Background: an optimization exercise with open tools, aiming at a short achievable clock period and few clock cycles. Do not read the settings as production practice.
The RTL was checked by simulation tests, not by an equivalence proof against the original design.
Power and IR drop assume default switching activity.

==> design.v <==
package pcmux; 
typedef enum bit {
    pc_plus4  = 1'b0
    ,alu_plus4 = 1'b1
} pcmux_sel_t;
endpackage
package marmux;
typedef enum bit {
    pc_out = 1'b0
    ,alu_out = 1'b1
} marmux_sel_t;
endpackage
package cmpmux;
typedef enum bit {
    rs2_out = 1'b0
    ,i_imm = 1'b1
} cmpmux_sel_t;
endpackage
package alumux;
typedef enum bit {
    rs1_out = 1'b0
    ,pc_out = 1'b1
} alumux1_sel_t;
typedef enum bit [2:0] {
    i_imm    = 3'b000
    ,u_imm   = 3'b001
    ,b_imm   = 3'b010
    ,s_imm   = 3'b011
    ,j_imm   = 3'b100
    ,rs2_out = 3'b101
} alumux2_sel_t;
typedef enum bit {
    alu_out  = 1'b0
    ,cmp_out = 1'b1
} arithmux_sel_t;
endpackage
package regfilemux;
typedef enum bit [3:0] {
    alu_out   = 4'b0000
    ,br_en    = 4'b0001
    ,u_imm    = 4'b0010
    ,lw       = 4'b0011
    ,pc_plus4 = 4'b0100
    ,lb        = 4'b0101
    ,lbu       = 4'b0110   
    ,lh        = 4'b0111
    ,lhu       = 4'b1000   
} regfilemux_sel_t;
endpackage
package iaddrmux;
typedef enum bit [1:0] {
    always_pc   = 2'b00
    ,always_alu = 2'b01
    ,br_en      = 2'b10
} iaddrmux_sel_t;
endpackage
package rv32i_types;
typedef logic [31:0] rv32i_word;
typedef logic [4:0] rv32i_reg;
typedef logic [3:0] rv32i_mem_wmask;
typedef enum bit [6:0] {
    op_lui   = 7'b0110111,  
    op_auipc = 7'b0010111,  
    op_jal   = 7'b1101111,  
    op_jalr  = 7'b1100111,  
    op_br    = 7'b1100011,  
    op_load  = 7'b0000011,  
    op_store = 7'b0100011,  
    op_imm   = 7'b0010011,  
    op_reg   = 7'b0110011,  
    op_csr   = 7'b1110011   
} rv32i_opcode;
typedef enum bit [2:0] {
    beq  = 3'b000,
    bne  = 3'b001,
    blt  = 3'b100,
    bge  = 3'b101,
    bltu = 3'b110,
    bgeu = 3'b111
} branch_funct3_t;
typedef enum bit [2:0] {
    lb  = 3'b000,
    lh  = 3'b001,
    lw  = 3'b010,
    lbu = 3'b100,
    lhu = 3'b101
} load_funct3_t;
typedef enum bit [2:0] {
    sb = 3'b000,
    sh = 3'b001,
    sw = 3'b010
} store_funct3_t;
typedef enum bit [2:0] {
    add  = 3'b000,  
    sll  = 3'b001,
    slt  = 3'b010,
    sltu = 3'b011,
    axor = 3'b100,
    sr   = 3'b101,  
    aor  = 3'b110,
    aand = 3'b111
} arith_funct3_t;
typedef enum bit [2:0] {
    alu_add = 3'b000,
    alu_sll = 3'b001,
    alu_sra = 3'b010,
    alu_sub = 3'b011,
    alu_xor = 3'b100,
    alu_srl = 3'b101,
    alu_or  = 3'b110,
    alu_and = 3'b111
} alu_ops;
typedef struct packed {
    logic load_latch;
    logic icache_read;
    logic load_pc;
    logic [2:0] aluop;      
    logic alumux1_sel;         
    logic [2:0] alumux2_sel;   
    logic [2:0] cmpop;      
    logic cmpmux_sel;          
    logic arithmux_sel;        
    logic [1:0] iaddrmux_sel;  
    logic dcache_write;
    logic dcache_read;
    logic [3:0] regfilemux_sel;  
    logic load_regfile;
} rv32i_control_word;
typedef struct packed {
    logic [2:0] funct3;
    logic [6:0] funct7;
    logic [6:0] opcode;     
    logic word_valid;
} rv32i_funct_word;
endpackage
package forwardermux; 
typedef enum bit [1:0] {
    no_hazard      = 2'b00
    ,ex_hazard     = 2'b01
    ,mem_hazard    = 2'b10
    ,double_hazard = 2'b11
} forwardermux_sel_t;
endpackage
module alu
(
    input logic [2:0] aluop,
    input [31:0] a, b,
    output logic [31:0] f
);
always_comb
begin
    unique case (aluop)
        rv32i_types::alu_add:  f = a + b;
        rv32i_types::alu_sll:  f = a << b[4:0];
        rv32i_types::alu_sra:  f = $signed(a) >>> b[4:0];
        rv32i_types::alu_sub:  f = a - b;
        rv32i_types::alu_xor:  f = a ^ b;
        rv32i_types::alu_srl:  f = a >> b[4:0];
        rv32i_types::alu_or:   f = a | b;
        rv32i_types::alu_and:  f = a & b;
    endcase
end
endmodule
module cmp
(
    input logic [2:0] cmpop,
    input [31:0] a, b,
    output logic br_en
);
always_comb
begin
    unique case (cmpop)
        rv32i_types::beq:   br_en = (a == b) ? 1'b1:1'b0;
        rv32i_types::bne:   br_en = (a != b) ? 1'b1:1'b0;
        rv32i_types::blt:   br_en = ($signed(a) <  $signed(b)) ? 1'b1:1'b0;
        rv32i_types::bge:   br_en = ($signed(a) >= $signed(b)) ? 1'b1:1'b0;
        rv32i_types::bltu:  br_en = (a <  b) ? 1'b1:1'b0;
        rv32i_types::bgeu:  br_en = (a >= b) ? 1'b1:1'b0;
        default: br_en = 1'bx;
    endcase
end
endmodule
module regfile
(
    input clk,
    input rst,
    input load,
    input [31:0] in,
    input [4:0] src_a, src_b, dest,
    output logic [31:0] reg_a, reg_b
);
logic [31:0] data [32];
always_ff @(posedge clk)
begin
    if (rst)
    begin
        for (int i=0; i<32; i=i+1) begin
            data[i] <= '0;
        end
    end
    else if (load && dest)
    begin
        data[dest] <= in;
    end
end
always_comb
begin  
    reg_a = src_a ? ((src_a == dest & load) ? in : data[src_a]) : 0;
    reg_b = src_b ? ((src_b == dest & load) ? in : data[src_b]) : 0;
end
endmodule
module pc_register #(parameter width = 32)
(
    input clk,
    input rst,
    input load,
    input [width-1:0] in,
    output logic [width-1:0] out
);
logic [width-1:0] data;
always_ff @(posedge clk)
begin
    if (rst)
    begin
        data <= 32'h00000060;
    end
    else if (load)
    begin
        data <= in;
    end
    else
    begin
        data <= data;
    end
end
always_comb
begin
    out = data;
end
endmodule
module ilatch
(
    input clk,
    input rst,
    input load,
    input valid_in,  
    input valid_ctl,  
    input [31:0] instr_latch_in,
    input [31:0] pc_latch_in,
    input [31:0] rs1_latch_in,
    input [31:0] rs2_latch_in,
    input [31:0] alu_latch_in,
    input [31:0] dc_latch_in,
    output [2:0] funct3,
    output [6:0] funct7,
    output logic [6:0] opcode,
    output [31:0] i_imm,
    output [31:0] s_imm,
    output [31:0] b_imm,
    output [31:0] u_imm,
    output [31:0] j_imm,
    output [4:0] rs1,
    output [4:0] rs2,
    output [4:0] rd,
    output valid_out,
    output [31:0] instr_latch_out,
    output [31:0] pc_latch_out,
    output [31:0] rs1_latch_out,
    output [31:0] rs2_latch_out,
    output [31:0] alu_latch_out,
    output [31:0] dc_latch_out
);
logic valid_hold;
logic [31:0] instr_data, pc_data, rs1_data, rs2_data, alu_data, dc_data;
assign funct3 = instr_data[14:12];
assign funct7 = instr_data[31:25];
assign opcode = (instr_data[6:0]);
assign i_imm = {{21{instr_data[31]}}, instr_data[30:20]};
assign s_imm = {{21{instr_data[31]}}, instr_data[30:25], instr_data[11:7]};
assign b_imm = {{20{instr_data[31]}}, instr_data[7], instr_data[30:25], instr_data[11:8], 1'b0};
assign u_imm = {instr_data[31:12], 12'h000};
assign j_imm = {{12{instr_data[31]}}, instr_data[19:12], instr_data[20], instr_data[30:21], 1'b0};
assign rs1 = instr_data[19:15];
assign rs2 = instr_data[24:20];
assign rd = instr_data[11:7];
assign valid_out = valid_hold;
assign instr_latch_out = instr_data;
assign pc_latch_out = pc_data;
assign rs1_latch_out = rs1_data;
assign rs2_latch_out = rs2_data;
assign alu_latch_out = alu_data;
assign dc_latch_out = dc_data;
always_ff @(posedge clk)
begin
    if (rst)
    begin
        valid_hold <= '0;
        instr_data <= '0;
        pc_data <= '0;
        rs1_data <= '0;
        rs2_data <= '0;
        alu_data <= '0;
        dc_data <= '0;
    end
    else if (load == 1)
    begin
        valid_hold <= valid_in & valid_ctl;
        instr_data <= instr_latch_in;
        pc_data <= pc_latch_in;
        rs1_data <= rs1_latch_in;
        rs2_data <= rs2_latch_in;
        alu_data <= alu_latch_in;
        dc_data <= dc_latch_in;
    end
    else
    begin
        valid_hold <= valid_hold;
        instr_data <= instr_data;
        pc_data <= pc_data;
        rs1_data <= rs1_data;
        rs2_data <= rs2_data;
        alu_data <= alu_data;
        dc_data <= dc_data;
    end
end
endmodule
module forwarder(
    input [31:0] de_rs1_latch_out, de_rs2_latch_out,
    input [31:0] em_alu_latch_out,
    input [31:0] regfilemux_out,  
    input [4:0] de_rs1, de_rs2,
    input [4:0] em_rd, mw_rd,
    input logic [6:0] em_opcode, mw_opcode,
    input em_valid_out, mw_valid_out,
    output logic [31:0] rs1_forwarder_out,
    output logic [31:0] rs2_forwarder_out
);
always_comb
begin
    rs1_forwarder_out = de_rs1_latch_out;
    case ({de_rs1 == mw_rd && mw_valid_out &&
           !(mw_opcode == rv32i_types::op_br || mw_opcode == rv32i_types::op_store || mw_rd == '0),
           de_rs1 == em_rd && em_valid_out &&
           !(em_opcode == rv32i_types::op_br || em_opcode == rv32i_types::op_store || em_rd == '0)})
        forwardermux::no_hazard:
            rs1_forwarder_out = de_rs1_latch_out;
        forwardermux::ex_hazard:
            rs1_forwarder_out = em_alu_latch_out;
        forwardermux::mem_hazard:
            rs1_forwarder_out = regfilemux_out;
        forwardermux::double_hazard:
            rs1_forwarder_out = em_alu_latch_out;
    endcase
    rs2_forwarder_out = de_rs2_latch_out;
    case ({de_rs2 == mw_rd && mw_valid_out &&
           !(mw_opcode == rv32i_types::op_br || mw_opcode == rv32i_types::op_store || mw_rd == '0),
           de_rs2 == em_rd && em_valid_out &&
           !(em_opcode == rv32i_types::op_br || em_opcode == rv32i_types::op_store || em_rd == '0)})
        forwardermux::no_hazard:
            rs2_forwarder_out = de_rs2_latch_out;
        forwardermux::ex_hazard:
            rs2_forwarder_out = em_alu_latch_out;
        forwardermux::mem_hazard:
            rs2_forwarder_out = regfilemux_out;
        forwardermux::double_hazard:
            rs2_forwarder_out = em_alu_latch_out;
    endcase
end
endmodule
module control(
    input icache_resp,
    input dcache_resp,
    input rv32i_types::rv32i_funct_word fd_word,
    input rv32i_types::rv32i_funct_word de_word,
    input rv32i_types::rv32i_funct_word em_word,
    input rv32i_types::rv32i_funct_word mw_word,
    output rv32i_types::rv32i_control_word ctl_word
);
function void set_default();
    ctl_word.load_latch = 1'b1;
    ctl_word.icache_read = 1'b0;
    ctl_word.load_pc = 1'b0;
    ctl_word.aluop = rv32i_types::alu_add;
    ctl_word.alumux1_sel = alumux::rs1_out;
    ctl_word.alumux2_sel = alumux::rs2_out;
    ctl_word.cmpop = rv32i_types::beq;
    ctl_word.cmpmux_sel = cmpmux::rs2_out;
    ctl_word.arithmux_sel = alumux::alu_out;
    ctl_word.iaddrmux_sel = iaddrmux::always_pc;
    ctl_word.dcache_write = 1'b0;
    ctl_word.dcache_read = 1'b0;
    ctl_word.regfilemux_sel = regfilemux::alu_out;
    ctl_word.load_regfile = 1'b0;
endfunction
function void if_stage();
   ctl_word.icache_read = 1'b1;
   ctl_word.load_pc     = 1'b1;
endfunction
function void id_stage(rv32i_types::rv32i_funct_word fd_word);
endfunction
function void set_imm(logic [2:0] funct3, logic bit30);
    case((funct3))
        rv32i_types::slt:  ctl_word.cmpop = rv32i_types::blt;
        rv32i_types::sltu: ctl_word.cmpop = rv32i_types::bltu;
        rv32i_types::sr: begin  
            if(bit30)  
                ctl_word.aluop = rv32i_types::alu_sra;
            else  
                ctl_word.aluop = rv32i_types::alu_srl;
        end
        rv32i_types::add, rv32i_types::sll, rv32i_types::axor, rv32i_types::aor, rv32i_types::aand:
            ctl_word.aluop = (funct3);
    endcase
endfunction
function void set_reg(logic [2:0] funct3, logic bit30);
    case((funct3))
        rv32i_types::slt:  ctl_word.cmpop = rv32i_types::blt;
        rv32i_types::sltu: ctl_word.cmpop = rv32i_types::bltu;
        rv32i_types::sr: begin  
            if(bit30)  
                ctl_word.aluop = rv32i_types::alu_sra;
            else  
                ctl_word.aluop = rv32i_types::alu_srl;
        end
        rv32i_types::add: begin  
            if(bit30)  
                ctl_word.aluop = rv32i_types::alu_sub;
            else  
                ctl_word.aluop = rv32i_types::alu_add;
        end
        rv32i_types::sll, rv32i_types::axor, rv32i_types::aor, rv32i_types::aand:
            ctl_word.aluop = (funct3);
    endcase
endfunction
function void ex_stage(rv32i_types::rv32i_funct_word de_word);
    if(de_word.word_valid) begin  
        case(de_word.opcode)
            rv32i_types::op_lui: begin
            end
            rv32i_types::op_auipc: begin
                ctl_word.alumux1_sel = alumux::pc_out;
                ctl_word.alumux2_sel = alumux::u_imm;
                ctl_word.aluop = rv32i_types::alu_add;
            end
            rv32i_types::op_jal: begin
                ctl_word.alumux1_sel = alumux::pc_out;
                ctl_word.alumux2_sel = alumux::j_imm;
                ctl_word.aluop = rv32i_types::alu_add;
                ctl_word.iaddrmux_sel = iaddrmux::always_alu;
            end
            rv32i_types::op_jalr: begin
                ctl_word.alumux1_sel = alumux::rs1_out;
                ctl_word.alumux2_sel = alumux::i_imm;
                ctl_word.aluop = rv32i_types::alu_add;
                ctl_word.iaddrmux_sel = iaddrmux::always_alu;
            end
            rv32i_types::op_br: begin
                ctl_word.alumux1_sel = alumux::pc_out;
                ctl_word.alumux2_sel = alumux::b_imm;
                ctl_word.aluop = rv32i_types::alu_add;
                ctl_word.iaddrmux_sel = iaddrmux::br_en;
                ctl_word.cmpmux_sel = cmpmux::rs2_out;
                ctl_word.cmpop = (de_word.funct3);
            end
            rv32i_types::op_load: begin
                ctl_word.alumux1_sel = alumux::rs1_out;
                ctl_word.alumux2_sel = alumux::i_imm;
                ctl_word.aluop = rv32i_types::alu_add;
            end
            rv32i_types::op_store: begin
                ctl_word.alumux1_sel = alumux::rs1_out;
                ctl_word.alumux2_sel = alumux::s_imm;
                ctl_word.aluop = rv32i_types::alu_add;
            end
            rv32i_types::op_imm: begin
                ctl_word.alumux1_sel = alumux::rs1_out;
                ctl_word.alumux2_sel = alumux::i_imm;
                ctl_word.cmpmux_sel = cmpmux::i_imm;
                set_imm((de_word.funct3), de_word.funct7[5]);
                if(((de_word.funct3) == rv32i_types::slt)
                || ((de_word.funct3) == rv32i_types::sltu))
                    ctl_word.arithmux_sel = alumux::cmp_out;
            end
            rv32i_types::op_reg: begin
                ctl_word.alumux1_sel = alumux::rs1_out;
                ctl_word.alumux2_sel = alumux::rs2_out;
                ctl_word.cmpmux_sel = cmpmux::rs2_out;
                set_reg((de_word.funct3), de_word.funct7[5]);
                if(((de_word.funct3) == rv32i_types::slt)
                || ((de_word.funct3) == rv32i_types::sltu))
                    ctl_word.arithmux_sel = alumux::cmp_out;
            end
            default:;
        endcase
    end
endfunction
function void mem_stage(rv32i_types::rv32i_funct_word em_word);
    if(em_word.word_valid) begin  
        case(em_word.opcode)
            rv32i_types::op_store: ctl_word.dcache_write = 1'b1;
            rv32i_types::op_load:  ctl_word.dcache_read  = 1'b1;
            default:;
        endcase
    end
endfunction
function void wb_stage(rv32i_types::rv32i_funct_word mw_word);
    if(mw_word.word_valid) begin  
        case(mw_word.opcode)
            rv32i_types::op_lui: begin
                ctl_word.regfilemux_sel = regfilemux::u_imm;
                ctl_word.load_regfile = 1'b1;
            end
            rv32i_types::op_auipc: begin
                ctl_word.regfilemux_sel = regfilemux::alu_out;
                ctl_word.load_regfile = 1'b1;
            end
            rv32i_types::op_jal, rv32i_types::op_jalr: begin
                ctl_word.regfilemux_sel = regfilemux::pc_plus4;
                ctl_word.load_regfile = 1'b1;
            end
            rv32i_types::op_load: begin
                unique case((mw_word.funct3))
                    rv32i_types::lb : ctl_word.regfilemux_sel = regfilemux::lb;
                    rv32i_types::lh : ctl_word.regfilemux_sel = regfilemux::lh;
                    rv32i_types::lw : ctl_word.regfilemux_sel = regfilemux::lw;
                    rv32i_types::lbu: ctl_word.regfilemux_sel = regfilemux::lbu;
                    rv32i_types::lhu: ctl_word.regfilemux_sel = regfilemux::lhu;
                endcase
                ctl_word.load_regfile = 1'b1;
            end
            rv32i_types::op_imm, rv32i_types::op_reg: begin
                ctl_word.regfilemux_sel = regfilemux::alu_out;
                ctl_word.load_regfile = 1'b1;
            end
            default:;
        endcase
    end
endfunction
always_comb begin
    set_default();
    if_stage();
    ex_stage(de_word);
    mem_stage(em_word);
    wb_stage(mw_word);
    if((!icache_resp && ctl_word.icache_read) || (!dcache_resp && (ctl_word.dcache_read || ctl_word.dcache_write))) begin
        ctl_word.load_latch   = 1'b0;
        ctl_word.load_pc      = 1'b0;
        ctl_word.load_regfile = 1'b0;
    end
end
endmodule
module datapath(
    input clk,
    input rst,
    input rv32i_types::rv32i_word icache_rdata,
    output [31:0] icache_addr,
    output icache_read,
    input rv32i_types::rv32i_word dcache_rdata,
    output [31:0] dcache_addr,
    output dcache_read,
    output dcache_write,
    output logic [3:0] dcache_byte_en,
    output rv32i_types::rv32i_word dcache_wdata,
    input rv32i_types::rv32i_control_word ctl_word,
    output rv32i_types::rv32i_funct_word fd_word,
    output rv32i_types::rv32i_funct_word de_word,
    output rv32i_types::rv32i_funct_word em_word,
    output rv32i_types::rv32i_funct_word mw_word
);
logic fd_valid_out;
logic [31:0] fd_instr_latch_out, fd_pc_latch_out, fd_rs1_latch_out, fd_rs2_latch_out;
logic [31:0] fd_alu_latch_out, fd_dc_latch_out;
logic [2:0] fd_funct3;
logic [6:0] fd_funct7;
logic [6:0] fd_opcode;
logic [31:0] fd_i_imm, fd_s_imm, fd_b_imm, fd_u_imm, fd_j_imm;
logic [4:0] fd_rs1, fd_rs2, fd_rd;
logic de_valid_out;
logic [31:0] de_instr_latch_out, de_pc_latch_out, de_rs1_latch_out, de_rs2_latch_out;
logic [31:0] de_alu_latch_out, de_dc_latch_out;
logic [2:0] de_funct3;
logic [6:0] de_funct7;
logic [6:0] de_opcode;
logic [31:0] de_i_imm, de_s_imm, de_b_imm, de_u_imm, de_j_imm;
logic [4:0] de_rs1, de_rs2, de_rd;
logic em_valid_out;
logic [31:0] em_instr_latch_out, em_pc_latch_out, em_rs1_latch_out, em_rs2_latch_out;
logic [31:0] em_alu_latch_out, em_dc_latch_out;
logic [2:0] em_funct3;
logic [6:0] em_funct7;
logic [6:0] em_opcode;
logic [31:0] em_i_imm, em_s_imm, em_b_imm, em_u_imm, em_j_imm;
logic [4:0] em_rs1, em_rs2, em_rd;
logic mw_valid_out;
logic [31:0] mw_instr_latch_out, mw_pc_latch_out, mw_rs1_latch_out, mw_rs2_latch_out;
logic [31:0] mw_alu_latch_out, mw_dc_latch_out;
logic [2:0] mw_funct3;
logic [6:0] mw_funct7;
logic [6:0] mw_opcode;
logic [31:0] mw_i_imm, mw_s_imm, mw_b_imm, mw_u_imm, mw_j_imm;
logic [4:0] mw_rs1, mw_rs2, mw_rd;
rv32i_types::rv32i_word pcmux_out, pc_out;
logic [31:0] rs1_out, rs2_out;
logic add_bubble;
logic br_en;
logic [31:0] cmpmux_out;
logic [31:0] alu_out;
logic [31:0] arithmux_out, alumux1_out, alumux2_out;
logic keep_delay_slot;
logic [31:0] regfilemux_out;
logic [31:0] rs1_forwarder_out;
logic [31:0] rs2_forwarder_out;
alu ALU(
    .aluop(ctl_word.aluop),
    .a(alumux1_out), .b(alumux2_out),
    .f(alu_out)
);
cmp CMP(
    .cmpop(ctl_word.cmpop),
    .a(rs1_forwarder_out), .b(cmpmux_out),
    .br_en(br_en)
);
regfile REGFILE(
    .clk(clk), .rst(rst),
    .load(ctl_word.load_regfile), .in(regfilemux_out), .dest(mw_rd),
    .src_a(fd_rs1), .reg_a(rs1_out),
    .src_b(fd_rs2), .reg_b(rs2_out)
);
pc_register PC_REGISTER(
    .clk(clk), .rst(rst),
    .load(ctl_word.load_pc & ~add_bubble), .in(pcmux_out), .out(pc_out)
);
forwarder FORWARDER(.*);
ilatch FD_LATCH(  
    .clk(clk), .rst(rst), .load(ctl_word.load_latch & ~add_bubble),
    .valid_in(1'b1), .valid_ctl(keep_delay_slot), .valid_out(fd_valid_out),
    .instr_latch_in(icache_rdata), .instr_latch_out(fd_instr_latch_out),
    .pc_latch_in(pc_out), .pc_latch_out(fd_pc_latch_out),
    .rs1_latch_in(32'b0), .rs1_latch_out(fd_rs1_latch_out),
    .rs2_latch_in(32'b0), .rs2_latch_out(fd_rs2_latch_out),
    .alu_latch_in(32'b0), .alu_latch_out(fd_alu_latch_out),
    .dc_latch_in(32'b0), .dc_latch_out(fd_dc_latch_out),
    .funct3(fd_funct3), .funct7(fd_funct7), .opcode(fd_opcode),
    .i_imm(fd_i_imm), .s_imm(fd_s_imm), .b_imm(fd_b_imm), .u_imm(fd_u_imm), .j_imm(fd_j_imm),
    .rs1(fd_rs1), .rs2(fd_rs2), .rd(fd_rd)
);
ilatch DE_LATCH(  
    .clk(clk), .rst(rst), .load(ctl_word.load_latch),
    .valid_in(fd_valid_out), .valid_ctl(keep_delay_slot & ~add_bubble), .valid_out(de_valid_out),
    .instr_latch_in(fd_instr_latch_out), .instr_latch_out(de_instr_latch_out),
    .pc_latch_in(fd_pc_latch_out), .pc_latch_out(de_pc_latch_out),
    .rs1_latch_in(rs1_out), .rs1_latch_out(de_rs1_latch_out),
    .rs2_latch_in(rs2_out), .rs2_latch_out(de_rs2_latch_out),
    .alu_latch_in(32'b0), .alu_latch_out(de_alu_latch_out),
    .dc_latch_in(32'b0), .dc_latch_out(de_dc_latch_out),
    .funct3(de_funct3), .funct7(de_funct7), .opcode(de_opcode),
    .i_imm(de_i_imm), .s_imm(de_s_imm), .b_imm(de_b_imm), .u_imm(de_u_imm), .j_imm(de_j_imm),
    .rs1(de_rs1), .rs2(de_rs2), .rd(de_rd)
);
ilatch EM_LATCH(  
    .clk(clk), .rst(rst), .load(ctl_word.load_latch),
    .valid_in(de_valid_out), .valid_ctl(1'b1), .valid_out(em_valid_out),
    .instr_latch_in(de_instr_latch_out), .instr_latch_out(em_instr_latch_out),
    .pc_latch_in(de_pc_latch_out), .pc_latch_out(em_pc_latch_out),
    .rs1_latch_in(rs1_forwarder_out), .rs1_latch_out(em_rs1_latch_out),
    .rs2_latch_in(rs2_forwarder_out), .rs2_latch_out(em_rs2_latch_out),
    .alu_latch_in(arithmux_out), .alu_latch_out(em_alu_latch_out),
    .dc_latch_in(32'b0), .dc_latch_out(em_dc_latch_out),
    .funct3(em_funct3), .funct7(em_funct7), .opcode(em_opcode),
    .i_imm(em_i_imm), .s_imm(em_s_imm), .b_imm(em_b_imm), .u_imm(em_u_imm), .j_imm(em_j_imm),
    .rs1(em_rs1), .rs2(em_rs2), .rd(em_rd)
);
ilatch MW_LATCH(  
    .clk(clk), .rst(rst), .load(ctl_word.load_latch),
    .valid_in(em_valid_out), .valid_ctl(1'b1), .valid_out(mw_valid_out),
    .instr_latch_in(em_instr_latch_out), .instr_latch_out(mw_instr_latch_out),
    .pc_latch_in(em_pc_latch_out), .pc_latch_out(mw_pc_latch_out),
    .rs1_latch_in(em_rs1_latch_out), .rs1_latch_out(mw_rs1_latch_out),
    .rs2_latch_in(em_rs2_latch_out), .rs2_latch_out(mw_rs2_latch_out),
    .alu_latch_in(em_alu_latch_out), .alu_latch_out(mw_alu_latch_out),
    .dc_latch_in(dcache_rdata), .dc_latch_out(mw_dc_latch_out),
    .funct3(mw_funct3), .funct7(mw_funct7), .opcode(mw_opcode),
    .i_imm(mw_i_imm), .s_imm(mw_s_imm), .b_imm(mw_b_imm), .u_imm(mw_u_imm), .j_imm(mw_j_imm),
    .rs1(mw_rs1), .rs2(mw_rs2), .rd(mw_rd)
);
assign fd_word.funct3      = fd_funct3;
assign fd_word.funct7      = fd_funct7;
assign fd_word.opcode      = fd_opcode;
assign fd_word.word_valid  = fd_valid_out;
assign de_word.funct3      = de_funct3;
assign de_word.funct7      = de_funct7;
assign de_word.opcode      = de_opcode;
assign de_word.word_valid  = de_valid_out;
assign em_word.funct3      = em_funct3;
assign em_word.funct7      = em_funct7;
assign em_word.opcode      = em_opcode;
assign em_word.word_valid  = em_valid_out;
assign mw_word.funct3      = mw_funct3;
assign mw_word.funct7      = mw_funct7;
assign mw_word.opcode      = mw_opcode;
assign mw_word.word_valid  = mw_valid_out;
assign icache_addr = pc_out;
assign icache_read = ctl_word.icache_read;
assign dcache_addr = em_alu_latch_out;
assign dcache_read = ctl_word.dcache_read;
assign dcache_write = ctl_word.dcache_write;
function void set_default();
    pcmux_out = pc_out + 4;
    alumux1_out = rs1_forwarder_out;
    alumux2_out = de_i_imm;
    cmpmux_out = rs2_forwarder_out;
    arithmux_out = alu_out;
    dcache_byte_en = 4'b1111;
    dcache_wdata = em_rs2_latch_out;
    regfilemux_out = mw_alu_latch_out;
endfunction
always_comb
begin
    set_default();
    unique case(ctl_word.iaddrmux_sel)
        iaddrmux::always_pc : begin
            pcmux_out = pc_out + 4;
        end
        iaddrmux::always_alu: begin
            pcmux_out = {alu_out[31:1],1'b0};
        end
        iaddrmux::br_en     : begin
            unique case (br_en)
                pcmux::pc_plus4: pcmux_out = pc_out + 4;
                pcmux::alu_plus4: pcmux_out = {alu_out[31:1],1'b0};
                default: ;
            endcase
        end
        default: ;
    endcase
    if(de_valid_out && de_opcode == rv32i_types::op_load && de_rd != '0 &&
       (de_rd == fd_rs1 || de_rd == fd_rs2))  
        add_bubble = 1'b1;
    else
        add_bubble = 1'b0;  
    unique case(ctl_word.alumux1_sel)
        alumux::rs1_out : alumux1_out = rs1_forwarder_out;
        alumux::pc_out  : alumux1_out = de_pc_latch_out;
        default: ;
    endcase
    unique case(ctl_word.alumux2_sel)
        alumux::i_imm   : alumux2_out = de_i_imm;
        alumux::u_imm   : alumux2_out = de_u_imm;
        alumux::b_imm   : alumux2_out = de_b_imm;
        alumux::s_imm   : alumux2_out = de_s_imm;
        alumux::j_imm   : alumux2_out = de_j_imm;
        alumux::rs2_out : alumux2_out = rs2_forwarder_out;
        default: ;
    endcase
    unique case(ctl_word.cmpmux_sel)
        cmpmux::rs2_out: cmpmux_out = rs2_forwarder_out;
        cmpmux::i_imm  : cmpmux_out = de_i_imm;
        default: ;
    endcase
    unique case(ctl_word.arithmux_sel)
        alumux::alu_out: arithmux_out = alu_out;
        alumux::cmp_out: arithmux_out = {31'd0, br_en};
        default: ;
    endcase
    if (de_opcode == rv32i_types::op_lui)
        arithmux_out = de_u_imm;
    if ((ctl_word.iaddrmux_sel == iaddrmux::always_alu) || (ctl_word.iaddrmux_sel == iaddrmux::br_en && br_en))
        keep_delay_slot = 1'b0;
    else
        keep_delay_slot = 1'b1;
    case((em_funct3))
        rv32i_types::sb: begin
            dcache_byte_en = 4'b0001 << em_alu_latch_out[1:0];
            dcache_wdata = em_rs2_latch_out << {em_alu_latch_out[1:0], 3'd0};
        end
        rv32i_types::sh: begin
            dcache_byte_en = 4'b0011 << {em_alu_latch_out[1], 1'b0};
            dcache_wdata = em_rs2_latch_out << {em_alu_latch_out[1], 4'd0};
        end
        rv32i_types::sw: begin
            dcache_byte_en = 4'b1111;
            dcache_wdata = em_rs2_latch_out;
        end
        default: begin
            dcache_byte_en = '0;
            dcache_wdata = '0;
        end
    endcase
    unique case (ctl_word.regfilemux_sel)
        regfilemux::alu_out:  regfilemux_out = mw_alu_latch_out;
        regfilemux::u_imm:    regfilemux_out = mw_u_imm;
        regfilemux::lw:       regfilemux_out = mw_dc_latch_out;
        regfilemux::pc_plus4: regfilemux_out = mw_pc_latch_out + 4;
        regfilemux::lb:
            case(mw_alu_latch_out[1:0])
                2'b00: regfilemux_out = {{24{mw_dc_latch_out[ 7]}}, mw_dc_latch_out[ 7: 0]};
                2'b01: regfilemux_out = {{24{mw_dc_latch_out[15]}}, mw_dc_latch_out[15: 8]};
                2'b10: regfilemux_out = {{24{mw_dc_latch_out[23]}}, mw_dc_latch_out[23:16]};
                2'b11: regfilemux_out = {{24{mw_dc_latch_out[31]}}, mw_dc_latch_out[31:24]};
            endcase
        regfilemux::lbu:
            case(mw_alu_latch_out[1:0])
                2'b00: regfilemux_out = {24'd0, mw_dc_latch_out[ 7: 0]};
                2'b01: regfilemux_out = {24'd0, mw_dc_latch_out[15: 8]};
                2'b10: regfilemux_out = {24'd0, mw_dc_latch_out[23:16]};
                2'b11: regfilemux_out = {24'd0, mw_dc_latch_out[31:24]};
            endcase
        regfilemux::lh:
            case(mw_alu_latch_out[1])
                1'b0: regfilemux_out = {{16{mw_dc_latch_out[15]}}, mw_dc_latch_out[15: 0]};
                1'b1: regfilemux_out = {{16{mw_dc_latch_out[31]}}, mw_dc_latch_out[31:16]};
            endcase
        regfilemux::lhu:
            case(mw_alu_latch_out[1])
                1'b0: regfilemux_out = {16'd0, mw_dc_latch_out[15: 0]};
                1'b1: regfilemux_out = {16'd0, mw_dc_latch_out[31:16]};
            endcase
        default: ;
    endcase
end
endmodule
module cpu(
    input clk,
    input rst,
    input [31:0] icache_rdata,
    input icache_resp,
    output [31:0] icache_addr,
    output icache_read,
    input [31:0] dcache_rdata,
    input dcache_resp,
    output [31:0] dcache_addr,
    output dcache_read,
    output dcache_write,
    output [3:0] dcache_byte_en,
    output [31:0] dcache_wdata
);
rv32i_types::rv32i_control_word ctl_word;
rv32i_types::rv32i_funct_word fd_word;
rv32i_types::rv32i_funct_word de_word;
rv32i_types::rv32i_funct_word em_word;
rv32i_types::rv32i_funct_word mw_word;
datapath DATAPATH(.*);
control CONTROL(.*);
endmodule
==> run.sh <==
#!/bin/bash
# synth_recipe.tcl (not shown) runs the flow's synth.tcl, then flattens the netlist and writes it again
# the make line also repeats each setting of config.mk as NAME=value (left out here)
make -C /OpenROAD-flow-scripts/flow DESIGN_CONFIG=/design/flow/config.mk WORK_HOME=/design/flow/orfs CLKGATE_MAP_FILE= SYNTH_SCRIPT=/design/flow/synth_recipe.tcl finish
==> config.mk <==
export PLATFORM = sky130hd
export DESIGN_NAME = cpu
export DESIGN_NICKNAME = cpu
export VERILOG_FILES = /design/flow/design.v
export SDC_FILE = /design/flow/constraint.sdc
export NUM_CORES = 4
export LEC_CHECK = 0
export CAP_MARGIN = 20
export CORE_MARGIN = 2
export CORE_UTILIZATION = 40
export SLEW_MARGIN = 20
==> constraint.sdc <==
create_clock -name core_clock -period 9.5 [get_ports {clk}]
set_input_delay 1.9000 -clock core_clock [delete_from_list [all_inputs] [get_ports {clk}]]
set_output_delay 1.9000 -clock core_clock [all_outputs]
set_load 0.01 [all_outputs]
==> impl_metrics.yaml <==
yosys:
  avgSynthCellArea_um2: 10.8
  synth-seq-cells: 1513
  async_reset_ff_share_pct: 0
  yosys_warnings: 8
  synthFlopType: "edfxtp_1"
  synth.distinct_cells: 114
  yosysSeqAreaShare_pct: 47.4
  synth_edf_count: 1024
  synth_area_um2: 85500
  syn_inst: 7897
placement:
  port_buffers: 168
  place.gp.congestion: 1.10
  hpwl_um: 256000
  place_area_um2: 90800
setup_path:
  slowest_stage: "dfxtp_1"
  reg2regPathDepth: 23
  cp_max_fo: 47
  required_ns: 10.15
  end_kind: "register"
  criticalPathCategory: "register to register"
  worst_path_dominant_cell_family: "compound AO/OA/AOI/OAI gates"
  r2r_slack_ns: 0.81
  crit_buf_inv: 1
  path_cells: "mux2_2 -> mux2i_1 -> o32ai_1 -> nor4_1 -> o311ai_1 -> a221oi_4 -> buf_4 -> nand4_1 -> nor4_4 -> a21oi_1 -> xnor2_1 -> ha_1 -> a21oi_1 -> nand2_1 -> o311ai_0 -> o21ai_0 -> xor2_1 -> a222oi_1 -> o31a_1 -> o41a_1 -> o311ai_0 -> a211oi_1 -> o22ai_1"
  cp-start-kind: "register"
  critPathMaxStageDelay_ns: 0.98
  reg2reg_to: "DATAPATH.EM_LATCH.alu_data[18]$_SDFFE_PP0N_"
  crit_arrival_ns: 9.34
  reg2reg_from: "DATAPATH.MW_LATCH.alu_data[1]$_SDFFE_PP0N_"
routing:
  routed_wl_um: 379000
  dr_total_vias: 70600
  routed_via_density: 6.55
  drt_iter0_markers: 10400
  drc: 0
  firstDrtPassIters: 9
  routedWlPerCell_um: 35.2
  ant_nets: 0
sta:
  finalSetupViolations: 0
  tightestPinTransition_ns: 1.26
  period_needed_ns: 8.69
  slew_headroom_pct: 15.9
  timing.setup.tns_ns: 0
  fin_worst_skew_ns: 0.0597
  clock.fmax_mhz: 115
  finalHoldViolations: 0
  fin_crit_sh_pct: 91.5
  maxSlewViolCount: 0
  rsz0062_at_grt: "no"
cts:
  cts-root-buf: "clkbuf_16"
  cts_tree: "done"
  cts_setup_buffers: 0
  cts_resized: 0
  clk_latency_ns: 0.84
  clk_path_buf_depth: 3
  holdBufCountCts: 0
  clk_pin_slew_ns: 0.07
  cts.sinks: 1513
  cts_made_buffers: 163
  cts.htree.levels: 4
final_layout:
  fin_nets: 8027
  fin_area_um2: 96300
  final_core_util_pct: 45.4
  drive_gt1_share_pct: 17.3
  area_growth_pct: 12.6
  nFillCells: 19500
global_routing:
  grt_overflow: 0
  first_global_vias: 67400
  track_usage_pct: 34.1
  antenna_found_initial: 18
  grt_max_degree: 211
  grt_pass1_wl_um: 526000
floorplan:
  rows: 169
  die_y_um: 466
  ios: 171
  initial_core_util_pct: 40.3
  die_area_um2: 217000
  chipWidth_um: 466
  core_um2: 212000
power_and_ir_drop:
  vdd_drop_max_mv: 0.200
  total_power_w: 0.0173
  power.density_nw_per_um2: 180
  p_leak_nw: 32.7
job:
  drv_cap: 0
hold_path:
  hold_depth: 2
  holdCritStartpoint: "DATAPATH.EM_LATCH.pc_data[11]$_SDFFE_PP0N_"
  hold_path.class: "register to register"
  min_to: "DATAPATH.MW_LATCH.pc_data[11]$_SDFFE_PP0N_"
status:
  status: "complete, no violations"
==> report_power, final <==
| group | internal (W) | switching (W) | total, W | leakage, nW |
|---|---|---|---|---|
| logic | 0.00115 | 0.00215 | 0.00331 | 15.6 |
| clock network | 0.00363 | 0.00288 | 0.00651 | 2.63 |
| registers | 0.00727 | 0.000266 | 0.00754 | 14.5 |
==> state kept, by name, indices dropped and copies added (netlist names), named ones only <==
signal	cells
DATAPATH.REGFILE.data	1024
DATAPATH.DE_LATCH.instr_data	32
DATAPATH.DE_LATCH.rs1_data	32
DATAPATH.DE_LATCH.rs2_data	32
DATAPATH.EM_LATCH.alu_data	32
DATAPATH.EM_LATCH.instr_data	32
DATAPATH.EM_LATCH.rs2_data	32
DATAPATH.FD_LATCH.instr_data	32
DATAPATH.MW_LATCH.alu_data	32
DATAPATH.MW_LATCH.dc_data	32
DATAPATH.MW_LATCH.instr_data	32
DATAPATH.DE_LATCH.pc_data	31
DATAPATH.EM_LATCH.pc_data	31
DATAPATH.FD_LATCH.pc_data	31
DATAPATH.MW_LATCH.pc_data	31
DATAPATH.PC_REGISTER.data	31
DATAPATH.DE_LATCH.valid_hold	1
DATAPATH.EM_LATCH.valid_hold	1
DATAPATH.FD_LATCH.valid_hold	1
DATAPATH.MW_LATCH.valid_hold	1
==> final cells by class <==
class                      instances  area (um2)  area share [%]
multi-input combinational       5584       42400            44.0
sequential                      1513       40600            42.1
clock buffer                     205        4410            4.58
timing repair buffer             456        3980            4.14
tap                             2821        3530            3.67
clock inverter                    93         973            1.01
inverter                         106         398           0.413
antenna                            2        5.00         0.00520
==> how the worst max path moves through the flow <==
stage / from / to / slack (ns) / cells after the start
finish: DATAPATH.MW_LATCH.alu_data[1]$_SDFFE_PP0N_ / DATAPATH.EM_LATCH.alu_data[18]$_SDFFE_PP0N_ / 0.81 / 23
global route: DATAPATH.MW_LATCH.alu_data[1]$_SDFFE_PP0N_ / DATAPATH.EM_LATCH.alu_data[18]$_SDFFE_PP0N_ / 0.53 / 22
CTS: DATAPATH.MW_LATCH.alu_data[1]$_SDFFE_PP0N_ / DATAPATH.EM_LATCH.alu_data[18]$_SDFFE_PP0N_ / 0.94 / 22
detailed placement: DATAPATH.MW_LATCH.alu_data[1]$_SDFFE_PP0N_ / DATAPATH.EM_LATCH.alu_data[18]$_SDFFE_PP0N_ / 1.01 / 22
global placement: DATAPATH.MW_LATCH.alu_data[1]$_SDFFE_PP0N_ / DATAPATH.EM_LATCH.alu_data[18]$_SDFFE_PP0N_ / 1.08 / 22
floorplan: DATAPATH.MW_LATCH.instr_data[12]$_SDFFE_PP0N_ / DATAPATH.PC_REGISTER.data[31]$_SDFFE_PP0P_ / 3.19 / 29
==> logic make-up (layout without fill, tap and decap cells) <==
group           Yosys count  after routing  synth area share, %
compound gates         1390           1390                 10.7
other cells               2             36              0.00878
flops                  1513           1513                 47.4
simple gates           2927           2927                 14.1
fa+ha+maj               135            135                 1.98
mux                     966            966                 20.7
xor+xnor                132            132                 1.35
buf+inv                 832            860                 3.78
==> worst min-delay path: stages (launching register included) <==
cell,delay (ns)
dfxtp_1,0.31
nand2_1,0.05
a21oi_1,0.05
==> cell usage in the layout (no fill, tap or decap), types with 20 or more instances in the layout <==
cell and n:
nor4_1 24, o21ai_0 214, nor3_1 92, nand2_1 973, a32oi_1 73, nand2_2 62
o211ai_1 29, o22ai_1 53, and3_1 41, a31oi_1 51, dfxtp_1 479, a22oi_1 38
mux4_2 640, clkbuf_16 166, and2_1 21, conb_1 34, xnor2_1 71, o21a_1 20
nand4_1 24, a21o_1 42, a211oi_1 41, edfxtp_1 1024, a221o_1 29, a21oi_1 507
nand3_1 115, mux2i_1 305, clkdlybuf4s50_1 167, xor2_1 61, inv_1 96, a221oi_1 37
clkbuf_1 27, o221ai_1 27, clkinv_2 30, mux2_2 20, ha_1 134, buf_4 279
nor2_1 1426, clkinv_1 29, or3_1 31
==> synthesized netlist by cell type (13+ instances only) <==
cell type / instances / area share (%)
nor2_1: 1430 / 6.3
nand2_1: 1035 / 4.5
edfxtp_1: 1024 / 36
mux4_2: 640 / 17
clkbuf_1: 570 / 2.5
a21oi_1: 510 / 3.0
dfxtp_1: 489 / 11
mux2i_1: 305 / 3.6
o21ai_0: 216 / 1.3
ha_1: 134 / 2.0
nand3_1: 115 / 0.67
nor3_1: 98 / 0.57
inv_1: 97 / 0.43
buf_1: 89 / 0.39
a32oi_1: 73 / 0.75
xnor2_1: 71 / 0.73
xor2_1: 61 / 0.62
buf_2: 58 / 0.34
o22ai_1: 56 / 0.41
a31oi_1: 52 / 0.38
a211oi_1: 43 / 0.38
a21o_1: 42 / 0.37
and3_1: 41 / 0.30
a221oi_1: 38 / 0.39
a22oi_1: 38 / 0.33
or3_1: 31 / 0.23
a221o_1: 29 / 0.34
o211ai_1: 29 / 0.25
o221ai_1: 27 / 0.28
nor4_1: 26 / 0.19
nand4_1: 24 / 0.18
o21a_1: 22 / 0.19
and2_1: 21 / 0.15
mux2_2: 20 / 0.26
o31ai_1: 19 / 0.17
nand2b_1: 15 / 0.11
o21ai_1: 13 / 0.076
==> routing by layer <==
metal	track usage [%]	vias up	share of wire [%]
li1	-	29100	-
met1	43.6	35500	36
met2	51.7	4946	44
met3	8.39	1074	12
met4	22.0	12	7.8
met5	0	-	0.024
==> through the flow <==
step	setup slack [ns]	cells	hold WS, ns
2_1_floorplan	3.19	7929	0.431
4_1_cts	0.940	10800	0.439
6_report	0.806	10800	0.445
3_5_place_dp	1.01	10500	0.444
5_1_grt	0.532	10800	0.467
3_3_place_gp	1.08	10500	0.438
Testbench counts, summed over its fixed seeds: cycles 99,862.

-- re-timing with driven ports --
How much do the figures lean on ideal ports? The routed layout below was timed once more, with nothing changed but the port constraints. Step 1 sets driving cells, clkbuf_16 on the clock port and buf_2 on the other inputs (assumed; they add their load-dependent delay and slew). Step 2, shift: input delay + t, output delay - t, t = (earliest + latest rising clock arrival at the registers) / 2. This alone moves slack from input paths to output paths. Three values: ideal ports, drivers, drivers and shift; two values: the first two.
shift t [ns]: 0.893
setup slack, ns: 0.806 / 0.806 / 0.806
hold WS [ns]: 0.445 / 0.445 / 0.445
worst setup path at the end: register to register
slew at the worst register clock pin (ns): 0.07 / 0.07
After both steps this run still meets setup and hold. The setup slack of this run moves by 0.000 ns with the drivers and by 0.000 ns with both steps.
